Context: an optimization exercise on an open-source flow, tuned for small area. The choices shown serve that exercise and are no tape-out recipe. In this exercise RTL edits were held to simulation tests only and were not proved equivalent to the original. The clock port is modelled as an ideal driver; clocking choices that lean on that would not hold on a real chip.

Setup of before:
==> module spiCommMaster, before the edit <==
module spiCommMaster(
    input cpuClock,
    input enable,
    input reset,
    input spiClockEn,
    input spiClockBS,
    output errorInterrupt,
    output [3:0] errorType,
    output [3:0] errorState,
    input cmdTransmitBit,
    input [5:0] cmdIndex,
    input [31:0] cmdArgument,
    input [1:0] readMode,
    output [39:0] readResponse,
    input commStart,
    output commFinish,
    input SD_MISO,
    input SD_CD,
    input SD_WP,
    output SD_SCLK,
    output SD_MOSI,
    output SD_CS
);
localparam ST_IDLE  = 3'b000;
localparam ST_GEN   = 3'b001;   
localparam ST_SEND  = 3'b010;   
localparam ST_READ  = 3'b101;   
localparam ST_INPUT = 3'b011;   
localparam ST_COOL  = 3'b110;   
localparam ST_FIN   = 3'b100;
localparam ST_ERR   = 3'b111;
reg [2:0] st;
wire isErr  = (st == ST_ERR);
wire isRead = (st == ST_READ);
wire rdAct  = (st == ST_INPUT) | isErr;      
wire wcAct  = (st == ST_SEND) | (st == ST_COOL);
assign errorInterrupt = isErr;
assign errorType  = {2'b00, isErr, 1'b0};
assign errorState = {isErr, 3'b000};
assign commFinish = (st == ST_FIN);
reg [8:0] div;
wire divWrap = (div[7:0] == 8'h80);
wire spiRise = ~div[8] & divWrap;
wire spiFall =  div[8] & divWrap;
reg [3:0] bsCnt;
reg       bsStop;
reg [1:0] bsBuf;
wire byteSync = spiClockBS ? ~bsCnt[3] : 1'b1;
wire spiGate  = spiClockEn & enable & byteSync;
wire gFall    = spiFall & spiGate;
wire gRise    = spiRise & spiGate;
assign SD_SCLK = spiClockEn ? (byteSync & div[8]) : 1'b1;
reg [1:0] toHi;
wire [8:0] to = {toHi, crc};
wire [8:0] toInit = {1'b0, readMode[1], 2'b00, readMode[1] | ~readMode[0],
                     readMode[1] | readMode[0], 2'b00, 1'b1};
wire toI = (to == 9'h193);
reg [6:0]  crc;
reg [5:0]  idx;
wire wcOv = (idx == 6'd15);
wire run  = idx[5] | idx[4];    
reg        sDone;       
reg [1:0]  rDone;       
reg [38:0] sh;          
reg [38:0] resp;
reg        cs;
wire afterRise = (div == 9'h100);
assign readResponse = {1'b0, resp};
assign SD_CS = cs;
wire [1:0] sel = {readMode[1] | readMode[0], readMode[1] | ~readMode[0]};
wire rFin = (rDone == sel);
wire [5:0] rLoad = readMode[1] ? 6'd25 : readMode[0] ? 6'd49 : 6'd57;
wire [47:0] cmd = {1'b0, cmdTransmitBit, cmdIndex, cmdArgument, 8'b0};
wire [63:0] cmdU;       
genvar gi;
generate
    for (gi = 0; gi < 64; gi = gi + 1) begin : g_cmd
        if (gi >= 16 && gi <= 55) assign cmdU[gi] = cmd[63 - gi];
        else                      assign cmdU[gi] = 1'b0;
    end
endgenerate
wire crcPh = &idx[5:3];                       
wire sBit  = crcPh ? crc[6] : cmdU[idx];
wire sRun  = isRead & run & ~(&idx);
assign SD_MOSI = sRun ? sBit : 1'b1;
wire crcIn  = (idx == 6'd55) ? 1'b0 : sBit;   
wire crcInv = crcIn ^ crc[6];
always @(posedge cpuClock) begin
    if (reset) div <= 0;
    else       div <= {div[8] ^ divWrap, div[6:0],
                       div[7] ^ div[5] ^ div[4] ^ div[3] ^ (div[6:0] == 7'd0)};
end
always @(posedge cpuClock) begin
    if (reset) begin
        bsStop <= 1'b1;
        bsBuf  <= 2'b00;
        bsCnt  <= 4'd0;
    end else begin
        if (spiFall) begin
            if ({bsBuf, spiClockBS} == 3'b001)      bsStop <= 1'b0;
            else if ({bsBuf, spiClockBS} == 3'b010) bsStop <= 1'b1;
            bsBuf <= {bsBuf[0], spiClockBS};
        end
        if (spiRise) begin
            if (bsStop | bsCnt[3]) bsCnt <= 4'd0;
            else                   bsCnt <= bsCnt + 1'b1;
        end
    end
end
wire sAct  = gFall & isRead & ~sDone;            
wire sLoad = sAct & ~run;                        
wire sStep = gFall & sRun;                       
wire rAct  = gRise & rdAct & ~rFin;              
always @(posedge cpuClock) begin
    if (reset)                          idx <= 6'd0;
    else if (sLoad)                     idx <= 6'd16;
    else if (rAct & ~run & ~SD_MISO)    idx <= rLoad;
    else if (spiRise & ~wcAct & ~run)   idx <= 6'd0;
    else idx <= idx + (((sAct | rAct) & run) | (spiRise & wcAct));
end
always @(posedge cpuClock) begin
    if (isRead & sDone)       {toHi, crc} <= toInit;
    else if (rdAct) begin
        if (spiRise)          {toHi, crc} <= {to[7:0], to[8] ^ to[4]};
    end else if (sLoad)       crc <= 7'd0;
    else if (sStep)           crc <= {crc[5:3], crc[2] ^ crcInv, crc[1:0], crcInv};
end
always @(posedge cpuClock) begin
    if (~rdAct | (rAct & (run | ~SD_MISO)))
        sh <= {sh[37:0], rdAct & SD_MISO};
end
always @(posedge cpuClock) begin
    if (reset) begin
        sDone <= 1'b0;
        rDone <= 2'd0;
    end else begin
        if (gFall) begin
            if (isRead) begin
                if (&idx) sDone <= 1'b1;
            end else begin
                sDone <= 1'b0;
            end
        end
        if (gRise) begin
            if (rdAct & ~rFin) begin
                if (~run)       rDone <= 2'd0;
                else if (&idx)  rDone <= sel;
            end else if (~rdAct) begin
                rDone <= 2'd0;
            end
        end
    end
end
always @(posedge cpuClock) begin
    if (reset) begin
        st   <= ST_IDLE;
        cs   <= 1'b1;
        resp <= 39'd0;
    end else begin
        case (st)
            ST_IDLE:  if (commStart) st <= ST_GEN;
            ST_GEN:   if (~wcOv) st <= ST_SEND;
            ST_SEND:  if (wcOv) begin
                          cs <= 1'b0;
                          st <= ST_READ;
                      end else cs <= ~idx[3];
            ST_READ:  if (sDone) st <= ST_INPUT;
            ST_INPUT: if (toI) st <= ST_ERR;
                      else if (rFin) begin
                          if (afterRise) resp <= sh;
                          st <= ST_COOL;
                      end
            ST_COOL:  if (wcOv) begin
                          cs <= 1'b1;
                          st <= ST_FIN;
                      end else cs <= idx[3];
            ST_FIN:   if (~commStart) st <= ST_IDLE;
            default:  ;
        endcase
    end
end
endmodule
==> flow/config.mk <==
export PLATFORM = sky130hd
export DESIGN_NAME = spiCommMaster
export DESIGN_NICKNAME = spiCommMaster
export VERILOG_FILES = /design/flow/design.v
export SDC_FILE = /design/flow/constraint.sdc
export NUM_CORES = 4
export LEC_CHECK = 0
export ABC_AREA = 1
export CAP_MARGIN = 10
export CORE_MARGIN = 2
export CORE_UTILIZATION = 60
export SLEW_MARGIN = 10
==> flow/constraint.sdc <==
create_clock -name core_clock -period 10.0 [get_ports {cpuClock}]
set_input_delay 2.0000 -clock core_clock [delete_from_list [all_inputs] [get_ports {cpuClock}]]
set_output_delay 2.0000 -clock core_clock [all_outputs]
set_load 0.01 [all_outputs]
standard.sh (not shown) runs the stock make flow with config.mk's settings and CLKGATE_MAP_FILE= SYNTH_SCRIPT=/design/flow/synth_recipe.tcl, a recipe that flattens the netlist after the stock synthesis.
==> flow/flow/run.sh <==
#!/bin/bash
# The standard ORFS layout (standard.sh), with three changes:
#  - ABC maps the logic with an area-oriented script (flow/area.abc); the rest of
#    the standard synthesis, and so every register, is unchanged;
#  - the port buffers are the smallest buffer cell (buf_1);
#  - the clock tree uses clkbuf_8 at the root and clkbuf_4 at the leaves, with
#    no dummy loads; after CTS, flow/clkfix.tcl sizes each leaf buffer to the
#    smallest clkbuf whose estimated slew at the flip-flops is under 115 ps.
set -euo pipefail
W=$PWD
{
  echo "proc abc {args} {"
  echo "  foreach opt {-script -constr -D} {"
  echo "    set i [lsearch -exact \$args \$opt]"
  echo "    if {\$i >= 0} { set args [lreplace \$args \$i [expr {\$i + 1}]] }"
  echo "  }"
  echo "  yosys abc -script $W/flow/area.abc {*}\$args"
  echo "}"
  cat "$W/synth_recipe.tcl"
} > "$W/flow_synth.tcl"
BUF="-buffer_cell sky130_fd_sc_hd__buf_1"
CTS="-sink_clustering_enable -repair_clock_nets -dont_use_dummy_load -buf_list sky130_fd_sc_hd__clkbuf_4 -root_buf sky130_fd_sc_hd__clkbuf_8"
export BUFFER_PORTS_ARGS="$BUF" CTS_ARGS="$CTS"
ARGS=("SKIP_REPAIR_TIE_FANOUT=1" "SYNTH_SCRIPT=$W/flow_synth.tcl" "BUFFER_PORTS_ARGS=$BUF" "CTS_ARGS=$CTS")
bash standard.sh "${ARGS[@]}" cts > "$W/flow_to_cts.log" 2>&1
RES="$W/orfs/results/$FLOW_PLATFORM/spiCommMaster/base" CLK_SLEW_TARGET=0.115 \
  openroad -no_init -exit "$W/flow/clkfix.tcl" > "$W/clkfix.log" 2>&1
bash standard.sh "${ARGS[@]}" finish > "$W/flow.log" 2>&1
Other scripts of this flow, unchanged in this note and not shown: flow/flow/area.abc, flow/flow/clkfix.tcl
For after, these inputs were changed with respect to before:
-- flow/design.v --
<<< before, line 60
reg [5:0]  idx;
wire wcOv = (idx == 6'd15);
wire run  = idx[5] | idx[4];    
reg        sDone;       
reg [1:0]  rDone;       
>>> after, line 60
reg [5:0]  idx;
wire wcOv = (idx == 6'd15);
reg        run;         
reg        sDone;       
reg [1:0]  rDone;       
<<< before, line 66
reg [38:0] resp;
reg        cs;
wire afterRise = (div == 9'h100);
assign readResponse = {1'b0, resp};
assign SD_CS = cs;
>>> after, line 66
reg [38:0] resp;
reg        cs;
reg        fresh;       
assign readResponse = {1'b0, resp};
assign SD_CS = cs;
<<< before, line 77
generate
    for (gi = 0; gi < 64; gi = gi + 1) begin : g_cmd
        if (gi >= 16 && gi <= 55) assign cmdU[gi] = cmd[63 - gi];
        else                      assign cmdU[gi] = 1'b0;
    end
endgenerate
wire crcPh = &idx[5:3];                       
wire sBit  = crcPh ? crc[6] : cmdU[idx];
wire sRun  = isRead & run & ~(&idx);
assign SD_MOSI = sRun ? sBit : 1'b1;
wire crcIn  = (idx == 6'd55) ? 1'b0 : sBit;   
wire crcInv = crcIn ^ crc[6];
always @(posedge cpuClock) begin
>>> after, line 77
generate
    for (gi = 0; gi < 64; gi = gi + 1) begin : g_cmd
        if (gi >= 17 && gi <= 56) assign cmdU[gi] = cmd[64 - gi];
        else                      assign cmdU[gi] = 1'b0;
    end
endgenerate
wire crcPh = (&idx[5:3]) & (|idx[2:0]);       
wire sBit  = crcPh ? crc[6] : cmdU[idx];
wire sRun  = isRead & run & (|idx);
assign SD_MOSI = sRun ? sBit : 1'b1;
wire crcIn  = (idx == 6'd56) ? 1'b0 : sBit;   
wire crcInv = crcIn ^ crc[6];
always @(posedge cpuClock) begin
<<< before, line 109
    end
end
wire sAct  = gFall & isRead & ~sDone;            
wire sLoad = sAct & ~run;                        
wire sStep = gFall & sRun;                       
wire rAct  = gRise & rdAct & ~rFin;              
always @(posedge cpuClock) begin
    if (reset)                          idx <= 6'd0;
    else if (sLoad)                     idx <= 6'd16;
    else if (rAct & ~run & ~SD_MISO)    idx <= rLoad;
    else if (spiRise & ~wcAct & ~run)   idx <= 6'd0;
    else idx <= idx + (((sAct | rAct) & run) | (spiRise & wcAct));
end
always @(posedge cpuClock) begin
>>> after, line 109
    end
end
wire sLoad = gFall & isRead & ~run & ~sDone;     
wire sStep = gFall & sRun;                       
wire rAct  = gRise & rdAct & ~rFin;              
always @(posedge cpuClock) begin
    if (reset)                       idx <= 6'd0;
    else if (sLoad)                  idx <= 6'd17;
    else if (rAct & ~run)            idx <= rLoad;
    else if (spiRise & ~wcAct & ~run) idx <= 6'd0;
    else idx <= idx + (sStep | (rAct & run) | (spiRise & wcAct));
end
always @(posedge cpuClock) begin
<<< before, line 128
end
always @(posedge cpuClock) begin
    if (~rdAct | (rAct & (run | ~SD_MISO)))
        sh <= {sh[37:0], rdAct & SD_MISO};
end
always @(posedge cpuClock) begin
    if (reset) begin
        sDone <= 1'b0;
        rDone <= 2'd0;
    end else begin
        if (gFall) begin
            if (isRead) begin
                if (&idx) sDone <= 1'b1;
            end else begin
                sDone <= 1'b0;
>>> after, line 127
end
always @(posedge cpuClock) begin
    if (~rdAct | (gRise & ~rFin & (run | ~SD_MISO)))
        sh <= {sh[37:0], rdAct & SD_MISO};
end
always @(posedge cpuClock) begin
    if (reset) begin
        run   <= 1'b0;
        sDone <= 1'b0;
        rDone <= 2'd0;
        fresh <= 1'b0;
    end else begin
        fresh <= (st == ST_INPUT) & (fresh | (gRise & ~rFin & run & (&idx)));
        if (gFall) begin
            if (isRead) begin
                if (~run & ~sDone)             run <= 1'b1;
                else if (run & ~(|idx)) begin  run <= 1'b0; sDone <= 1'b1; end
            end else begin
                sDone <= 1'b0;
<<< before, line 145
        if (gRise) begin
            if (rdAct & ~rFin) begin
                if (~run)       rDone <= 2'd0;
                else if (&idx)  rDone <= sel;
            end else if (~rdAct) begin
                rDone <= 2'd0;
>>> after, line 148
        if (gRise) begin
            if (rdAct & ~rFin) begin
                if (~run) begin
                    rDone <= 2'd0;
                    if (~SD_MISO) run <= 1'b1;
                end else if (&idx) begin
                    run   <= 1'b0;
                    rDone <= sel;
                end
            end else if (~rdAct) begin
                rDone <= 2'd0;
<<< before, line 169
            ST_INPUT: if (toI) st <= ST_ERR;
                      else if (rFin) begin
                          if (afterRise) resp <= sh;
                          st <= ST_COOL;
                      end
>>> after, line 177
            ST_INPUT: if (toI) st <= ST_ERR;
                      else if (rFin) begin
                          if (fresh) resp <= sh;
                          st <= ST_COOL;
                      end
## What came out
after against before: met1 wire length went down; post-layout worst setup margin went up; part of the cycle the worst path needs went down; sequential share of layout area did not really move; sequential cell count went up.
From before to after the numbers moved as follows: global-route track usage on met1 +0.60 points, wire length of the first global-routing pass ~0 delta.
Relative to before, the placed cell area measured on after has increased slightly.

re-timing with driven ports:
In the flow no input, the clock included, has a driving cell. The finished layouts below were timed again as built, in two steps.
Step 1 assumes that a clkbuf_16 drives the clock port and a buf_2 every other input.
Step 2 moves the port delays by t, midway between the first and last clock arrival at a register: inputs arrive t later, outputs are due t later. That takes back most of the time a late clock gives input paths.
a / b / c = no drivers / after step 1 / after step 2; a / b = the first two.
| run | shift t [ns] | setup WS [ns] | hold slack, ns |
|---|---|---|---|
| before | 0.406 | 4.252 / 4.231 / 4.231 | 0.435 / 0.435 / 0.435 |
| after | 0.388 | 4.420 / 4.399 / 4.399 | 0.425 / 0.425 / 0.425 |
After both steps setup and hold are still met in every run listed.
